From an optimization exercise on the open Yosys and OpenROAD flow, aimed at small area and a short achievable clock period; shortcuts taken in it are not production practice.
Where RTL was checked, it was by simulation tests only, not by an equivalence proof against the original.

## ddfs
module ddfs (
    input  logic        clk,
    input  logic        rst_n,
    input  logic [7:0]  freq_i,
    output logic [15:0] sine_o,
    output logic [15:0] cosine_o
);
Size in the first run: roughly 3300 cells after synthesis, ~530 flip-flops, about 42 I/O pins.
Settings: LEC_CHECK=0, CAP_MARGIN=20, CORE_MARGIN=2, CORE_UTILIZATION=45, CTS_CLUSTER_DIAMETER=100, CTS_CLUSTER_SIZE=30, PLACE_DENSITY=0.6, SETUP_SLACK_MARGIN=5, SLEW_MARGIN=20; clock period 8.0 ns.
run.sh (not shown) runs the stock make flow with config.mk's settings and CLKGATE_MAP_FILE= SYNTH_SCRIPT=/design/flow/synth_recipe.tcl, a recipe that flattens the netlist after the stock synthesis.
Edit:
Settings changed: ABC_AREA from default to 1, SETUP_SLACK_MARGIN 5 to 4.5.
The changed run completed without violations. Die area went up by 1.6%. Fmax went up by 3.5%. Non-clock buffer count went down by 201. Sequential share of layout area went up by 2.2 points. Global-route usage went down by 2.2 points. Setup slack gains 0.11 ns. Flip-flop and latch count does not change. Routed wire length went down by 12%. Via count went down by 1.5%. Utilization went down by 5.2 points.
Edit:
Settings changed: SETUP_SLACK_MARGIN 4.5 to 5.
Result: The new run went through all stages and came out clean. Non-clock buffer count rises by 131. Final cell count rises by about 2.8%. Hold slack is about the same.
No run of this note included a check of the RTL's function; only the layout flow was run.

* * *

Another version of the RTL of ddfs (not shown whole).
For scale: roughly 560 flip-flops, ~42 I/O pins.
==> flow/config.mk <==
export PLATFORM = sky130hd
export DESIGN_NAME = ddfs
export DESIGN_NICKNAME = ddfs
export VERILOG_FILES = /design/flow/design.v
export SDC_FILE = /design/flow/constraint.sdc
export NUM_CORES = 4
export LEC_CHECK = 0
export ABC_AREA = 1
export CAP_MARGIN = 20
export CORE_MARGIN = 2
export CORE_UTILIZATION = 45
export CTS_CLUSTER_DIAMETER = 100
export CTS_CLUSTER_SIZE = 30
export PLACE_DENSITY = 0.6
export SLEW_MARGIN = 20
==> flow/constraint.sdc <==
create_clock -name core_clock -period 8.0 [get_ports {clk}]
set_input_delay 1.6000 -clock core_clock [delete_from_list [all_inputs] [get_ports {clk}]]
set_output_delay 1.6000 -clock core_clock [all_outputs]
set_load 0.01 [all_outputs]
standard.sh (not shown) runs the stock make flow with config.mk's settings and CLKGATE_MAP_FILE= SYNTH_SCRIPT=/design/flow/synth_recipe.tcl, a recipe that flattens the netlist after the stock synthesis.
==> flow/flow/run.sh <==
#!/bin/bash
set -euo pipefail
export BUFFER_PORTS_ARGS="-buffer_cell sky130_fd_sc_hd__buf_4"
export SETUP_SLACK_MARGIN=5.6
bash standard.sh > standard.log 2>&1
==> next run, changes <==
==> flow/run.sh (new file) <==
#!/bin/bash
# synth_recipe.tcl (not shown) runs the flow's synth.tcl, then flattens the netlist and writes it again
# the make line also repeats each setting of config.mk as NAME=value (left out here)
make -C /OpenROAD-flow-scripts/flow DESIGN_CONFIG=/design/flow/config.mk WORK_HOME=/design/flow/orfs CLKGATE_MAP_FILE= SYNTH_SCRIPT=/design/flow/synth_recipe.tcl finish
- CTS_CLUSTER_DIAMETER: 100 -> not set
- CTS_CLUSTER_SIZE: 30 -> not set
- SETUP_SLACK_MARGIN: not set -> 5
removed: flow/flow/run.sh
removed: flow/standard.sh
Outcome: Final cell count is lower by 1.6%. First-iteration DRC count is higher by 8.1%. Maximum frequency is lower by 7.6%. Sequential share of layout area is higher by 1.1 points. Non-clock buffer count is lower by 148. Die area does not change. Worst setup slack got worse by 0.22 ns. Synthesized area does not change.
==> next run, changes <==
==> flow/flow/run.sh (new file) <==
#!/bin/bash
set -euo pipefail
export BUFFER_PORTS_ARGS="-buffer_cell sky130_fd_sc_hd__buf_4"
export SETUP_SLACK_MARGIN=5.4
bash standard.sh > standard.log 2>&1
==> flow/standard.sh (new file) <==
#!/bin/bash
# synth_recipe.tcl (not shown) runs the flow's synth.tcl, then flattens the netlist and writes it again
# the make line also repeats each setting of config.mk as NAME=value (left out here)
make -C /OpenROAD-flow-scripts/flow DESIGN_CONFIG=/design/flow/config.mk WORK_HOME=/design/flow/orfs CLKGATE_MAP_FILE= SYNTH_SCRIPT=/design/flow/synth_recipe.tcl "${@:-finish}"
- CTS_CLUSTER_DIAMETER: not set -> 100
- CTS_CLUSTER_SIZE: not set -> 30
- SETUP_SLACK_MARGIN: 5 -> not set
removed: flow/run.sh
Effect: Via count rises by 0.45%. Wire length rises by 1.1%. Worst setup slack improved by 0.21 ns. Final area rises by 1.1%. Die area is unchanged. Clock-buffer cell count falls by 63.
==> next run, changes <==
==> flow/run.sh (new file) <==
#!/bin/bash
# synth_recipe.tcl (not shown) runs the flow's synth.tcl, then flattens the netlist and writes it again
# the make line also repeats each setting of config.mk as NAME=value (left out here)
make -C /OpenROAD-flow-scripts/flow DESIGN_CONFIG=/design/flow/config.mk WORK_HOME=/design/flow/orfs CLKGATE_MAP_FILE= SYNTH_SCRIPT=/design/flow/synth_recipe.tcl finish
- CORE_UTILIZATION: 45 -> 60
- PLACE_DENSITY: 0.6 -> 0.75
- SETUP_SLACK_MARGIN: not set -> 5
removed: flow/flow/run.sh
removed: flow/standard.sh
Outcome: The new run passed the timing, design-rule and antenna checks. Area after synthesis is unchanged. Maximum frequency decreases by 7.3%. Die area went down by 25%. Worst setup slack loses 0.21 ns. Synthesized cell count does not change. Clock skew hardly moves. Clock-buffer cell count went down by 6.
==> next run, changes <==
- CORE_UTILIZATION: 60 -> 45
- PLACE_DENSITY: 0.75 -> 0.6
Outcome:
- critical path depth stays the same
- synthesized area is unchanged
- global-route usage shrinks by 5.3 points
- count of clock-buffer cells in the layout grows by 2
- cell area grows by 1.5%
- fmax grows by 0.52%
- worst hold slack improves by 0.0086 ns

* * *

== v6 ==
The RTL this note starts from:
==> flow/design.v <==
module cordic_unit #(
    parameter int          SHIFT = 0,
    parameter logic [15:0] TAN   = 16'h0,
    parameter int          ZWI   = 16,
    parameter int          ZWO   = 16
) (
    input  logic                   clk,
    input  logic signed [15:0]     x_i,
    input  logic signed [15:0]     y_i,
    input  logic        [15:0]     z_i,
    output logic signed [15:0]     x_o,
    output logic signed [15:0]     y_o,
    output logic        [15:0]     z_o
);
    logic [ZWO-1:0] z_r;
    assign z_o = 16'(z_r);
    logic        neg;
    logic [15:0] ys, xs;
    assign neg = z_i[ZWI-1];
    assign ys  = 16'(y_i >>> SHIFT) ^ {16{~neg}};
    assign xs  = 16'(x_i >>> SHIFT) ^ {16{neg}};
    always_ff @(posedge clk) begin
        x_o <= x_i + ys + {15'd0, ~neg};
        y_o <= y_i + xs + {15'd0, neg};
        z_r <= neg ? ZWO'(z_i) + ZWO'(TAN) : ZWO'(z_i) - ZWO'(TAN);
    end
endmodule
module cordic (
    input  logic        clk,
    input  logic        rst_n,
    input  logic [15:0] angle_i,
    output logic [15:0] sine_o,
    output logic [15:0] cosine_o
);
    localparam int K = 5;
    function automatic int ZW(input int i);
        case (i)
            0: ZW = 16;  1: ZW = 14;  2: ZW = 14;  3: ZW = 13;  4: ZW = 12;
            5: ZW = 11;  6: ZW = 10;  7: ZW = 9;   8: ZW = 8;   9: ZW = 7;
            10: ZW = 6;  11: ZW = 5;  default: ZW = 4;
        endcase
    endfunction
    function automatic logic [15:0] TAN(input int i);
        case (i)
            0: TAN = 16'h2000;  1: TAN = 16'h12E4;  2: TAN = 16'h09FB;  3: TAN = 16'h0511;
            4: TAN = 16'h028B;  5: TAN = 16'h0145;  6: TAN = 16'h00a2;  7: TAN = 16'h0051;
            8: TAN = 16'h0028;  9: TAN = 16'h0014; 10: TAN = 16'h000a; 11: TAN = 16'h0005;
            12: TAN = 16'h0002; 13: TAN = 16'h0001; default: TAN = 16'h0000;
        endcase
    endfunction
    function automatic logic [31:0] START(input logic [K:0] idx);
        logic [31:0] xy;
        case (idx)
            6'd0: xy = 32'hf1f7_7f1e;
            6'd1: xy = 32'h01e7_7fe2;
            6'd2: xy = 32'h11b0_7eaa;
            6'd3: xy = 32'h2152_7b7a;
            6'd4: xy = 32'h2f70_76c5;
            6'd5: xy = 32'h3dda_6ff1;
            6'd6: xy = 32'h4b36_6770;
            6'd7: xy = 32'h5780_5d46;
            6'd8: xy = 32'h5d46_5780;
            6'd9: xy = 32'h6770_4b36;
            6'd10: xy = 32'h6ff1_3dda;
            6'd11: xy = 32'h76c5_2f70;
            6'd12: xy = 32'h7b7a_2152;
            6'd13: xy = 32'h7eaa_11b0;
            6'd14: xy = 32'h7fe2_01e7;
            6'd15: xy = 32'h7f1e_f1f7;
            6'd16: xy = 32'h80e4_f1f5;
            6'd17: xy = 32'h8020_01e5;
            6'd18: xy = 32'h8157_11ad;
            6'd19: xy = 32'h8485_2151;
            6'd20: xy = 32'h893a_2f6e;
            6'd21: xy = 32'h900e_3dda;
            6'd22: xy = 32'h988f_4b36;
            6'd23: xy = 32'ha2b9_5782;
            6'd24: xy = 32'ha880_5d46;
            6'd25: xy = 32'hb4ca_6772;
            6'd26: xy = 32'hc226_6ff1;
            6'd27: xy = 32'hd090_76c7;
            6'd28: xy = 32'hdeae_7b7a;
            6'd29: xy = 32'hee50_7eac;
            6'd30: xy = 32'hfe19_7fe2;
            6'd31: xy = 32'h0e09_7f20;
            6'd32: xy = 32'h0e0d_80e0;
            6'd33: xy = 32'hfe1b_801e;
            6'd34: xy = 32'hee52_8155;
            6'd35: xy = 32'hdeae_8485;
            6'd36: xy = 32'hd092_8939;
            6'd37: xy = 32'hc226_900f;
            6'd38: xy = 32'hb4ca_988e;
            6'd39: xy = 32'ha87e_a2ba;
            6'd40: xy = 32'ha2ba_a87e;
            6'd41: xy = 32'h988e_b4ca;
            6'd42: xy = 32'h900f_c226;
            6'd43: xy = 32'h8939_d092;
            6'd44: xy = 32'h8485_deae;
            6'd45: xy = 32'h8155_ee52;
            6'd46: xy = 32'h801e_fe1b;
            6'd47: xy = 32'h80e0_0e0d;
            6'd48: xy = 32'h7f20_0e09;
            6'd49: xy = 32'h7fe2_fe19;
            6'd50: xy = 32'h7eac_ee50;
            6'd51: xy = 32'h7b7a_deae;
            6'd52: xy = 32'h76c7_d090;
            6'd53: xy = 32'h6ff1_c226;
            6'd54: xy = 32'h6772_b4ca;
            6'd55: xy = 32'h5d46_a880;
            6'd56: xy = 32'h5782_a2b9;
            6'd57: xy = 32'h4b36_988f;
            6'd58: xy = 32'h3dda_900e;
            6'd59: xy = 32'h2f6e_893a;
            6'd60: xy = 32'h2151_8485;
            6'd61: xy = 32'h11ad_8157;
            6'd62: xy = 32'h01e5_8020;
            6'd63: xy = 32'hf1f5_80e4;
            default: xy = 32'h0;
        endcase
        START = xy;
    endfunction
    logic signed [15:0] z0;
    logic signed [13:0] z1, z2;
    logic signed [12:0] z3;
    assign z0 = {angle_i[15], angle_i[15], angle_i[13:0]};
    assign z1 = z0[15] ? z0[13:0] + 14'sh2000 : z0[13:0] - 14'sh2000;
    assign z2 = z1[13] ? z1 + 14'(TAN(1)) : z1 - 14'(TAN(1));
    assign z3 = z2[13] ? z2[12:0] + 13'(TAN(2)) : z2[12:0] - 13'(TAN(2));
    logic [1:0]  q_r;
    logic        d1_r, d2_r;
    logic [12:0] z3_r;
    always_ff @(posedge clk) begin
        q_r  <= angle_i[15:14];
        d1_r <= z1[13];
        d2_r <= z2[13];
        z3_r <= z3;
    end
    logic signed [11:0] z4;
    logic signed [10:0] z5;
    logic        [31:0] xy5;
    assign z4  = z3_r[12] ? z3_r[11:0] + 12'(TAN(3)) : z3_r[11:0] - 12'(TAN(3));
    assign z5  = z4[11]   ? z4[10:0] + 11'(TAN(4))   : z4[10:0] - 11'(TAN(4));
    assign xy5 = START({q_r, d1_r, d2_r, z3_r[12], z4[11]});
    logic [15:0] x5_r, y5_r;
    logic [10:0] z5_r;
    always_ff @(posedge clk) begin
        x5_r <= xy5[31:16];
        y5_r <= xy5[15:0];
        z5_r <= z5;
    end
    wire [15:0] x_w [K:16];
    wire [15:0] y_w [K:16];
    wire [15:0] z_w [K:16];
    assign x_w[K] = x5_r;
    assign y_w[K] = y5_r;
    assign z_w[K] = {5'd0, z5_r};
    genvar i;
    generate
        for (i = K; i < 16; i++) begin : g_it
            cordic_unit #(.SHIFT(i), .TAN(TAN(i)), .ZWI(ZW(i)), .ZWO(ZW(i+1)))
            u (
                .clk (clk),
                .x_i (x_w[i]),
                .y_i (y_w[i]),
                .z_i (z_w[i]),
                .x_o (x_w[i+1]),
                .y_o (y_w[i+1]),
                .z_o (z_w[i+1])
            );
        end
    endgenerate
    assign sine_o   = y_w[16];
    assign cosine_o = x_w[16];
endmodule
module cordic_angle_acc (
    input  logic        clk,
    input  logic        rst_n,
    input  logic [7:0]  freq_i,
    output logic [15:0] angle_o
);
    logic [7:0]  f1, f2, f3;
    logic [31:0] inc;
    logic [31:0] acc;
    logic [43:0] prod;
    assign prod    = {36'd0, f3} * 44'hC6980C68B;
    assign angle_o = acc[31:16];
    always_ff @(posedge clk, negedge rst_n) begin
        if (!rst_n) begin
            f1  <= 0;
            f2  <= 0;
            f3  <= 0;
            inc <= 0;
            acc <= 0;
        end else begin
            f1  <= freq_i;
            f2  <= f1;
            f3  <= f2;
            inc <= prod[43:12];
            acc <= acc + inc;
        end
    end
endmodule
module ddfs (
    input  logic        clk,
    input  logic        rst_n,
    input  logic [7:0]  freq_i,
    output logic [15:0] sine_o,
    output logic [15:0] cosine_o
);
    logic [15:0] angle;
    cordic_angle_acc ANG_ACC (
        .clk     (clk),
        .rst_n   (rst_n),
        .freq_i  (freq_i),
        .angle_o (angle)
    );
    cordic CORDIC_CORE (
        .clk      (clk),
        .rst_n    (rst_n),
        .angle_i  (angle),
        .sine_o   (sine_o),
        .cosine_o (cosine_o)
    );
endmodule
==> flow/config.mk <==
export PLATFORM = sky130hd
export DESIGN_NAME = ddfs
export DESIGN_NICKNAME = ddfs
export VERILOG_FILES = /design/flow/design.v
export SDC_FILE = /design/flow/constraint.sdc
export NUM_CORES = 4
export LEC_CHECK = 0
export CAP_MARGIN = 20
export CORE_MARGIN = 2
export CORE_UTILIZATION = 45
export PLACE_DENSITY = 0.6
export SETUP_SLACK_MARGIN = 5
export SLEW_MARGIN = 20
==> flow/constraint.sdc <==
create_clock -name core_clock -period 8.0 [get_ports {clk}]
set_input_delay 1.6000 -clock core_clock [delete_from_list [all_inputs] [get_ports {clk}]]
set_output_delay 1.6000 -clock core_clock [all_outputs]
set_load 0.01 [all_outputs]
run.sh (not shown) runs the stock make flow with config.mk's settings and CLKGATE_MAP_FILE= SYNTH_SCRIPT=/design/flow/synth_recipe.tcl, a recipe that flattens the netlist after the stock synthesis.
Stock flow here: none of the scripts above is used.
> inputs changed (v6 -> v7)
-- flow/config.mk --
<<< v6, line 10
export CORE_UTILIZATION = 45
export PLACE_DENSITY = 0.6
export SETUP_SLACK_MARGIN = 5
export SLEW_MARGIN = 20
>>> v7, line 10
export CORE_UTILIZATION = 45
export PLACE_DENSITY = 0.6
export SLEW_MARGIN = 20
Number of cells on the critical path: v7 vs v6 up 2. Row routed metal-1 wire length: v7 lower / v6 higher. Taking v6 as the reference, in v7 proportion of register bits with asynchronous set or reset after synthesis held; area added between synthesis and finish went down 13 points; fill cell instance count of the final layout went up 544; via density per instance went down 0.049. Higher overall via count from detail_route was reported by v6, not v7.
No functional check of the RTL was part of any run of this note.

==> re-timing with driven ports <==
The flow's constraints put no driver on any port. The routed layouts listed below were extracted and timed again, unchanged, in two steps.
Step 1 (the two cells are an assumption about what drives the block):
set clk [get_ports {clk}]
set_driving_cell -lib_cell sky130_fd_sc_hd__clkbuf_16 $clk
set_driving_cell -lib_cell sky130_fd_sc_hd__buf_2 [delete_from_list [all_inputs] $clk]
Step 2 moves the port delays by t, midway between the first and last clock arrival at a register: inputs arrive t later, outputs are due t later. That takes back most of the time a late clock gives input paths.
a / b / c = ideal ports / drivers / drivers and shift; a / b = the first two.
run	t, ns	setup WS [ns]	hold slack, ns
the first run of note 1	0.653	4.617 / 4.617 / 4.617	0.327 / 0.327 / 0.327
the second run of note 1	0.673	4.730 / 4.730 / 4.730	0.339 / 0.339 / 0.339
the third run of note 1	0.679	4.988 / 4.988 / 4.988	0.336 / 0.336 / 0.336
the first run of note 2	0.689	5.324 / 5.268 / 5.283	0.327 / 0.327 / 0.327
the second run of note 2	0.647	5.103 / 5.103 / 5.103	0.308 / 0.308 / 0.308
the third run of note 2	0.694	5.316 / 5.248 / 5.291	0.328 / 0.328 / 0.328
the fourth run of note 2	0.647	5.104 / 5.104 / 5.104	0.328 / 0.328 / 0.328
the fifth run of note 2	0.689	5.119 / 5.106 / 5.119	0.337 / 0.337 / 0.337
v6	0.667	3.776 / 3.776 / 3.776	0.324 / 0.324 / 0.324
v7	0.661	2.878 / 2.878 / 2.878	0.325 / 0.325 / 0.325
After both steps setup and hold are still met in every run listed. The setup slack of the first run of note 2, which loses most, moves by -0.056 ns with the drivers and by -0.041 ns with both steps. The worst setup slack also covers recovery checks on asynchronous resets.
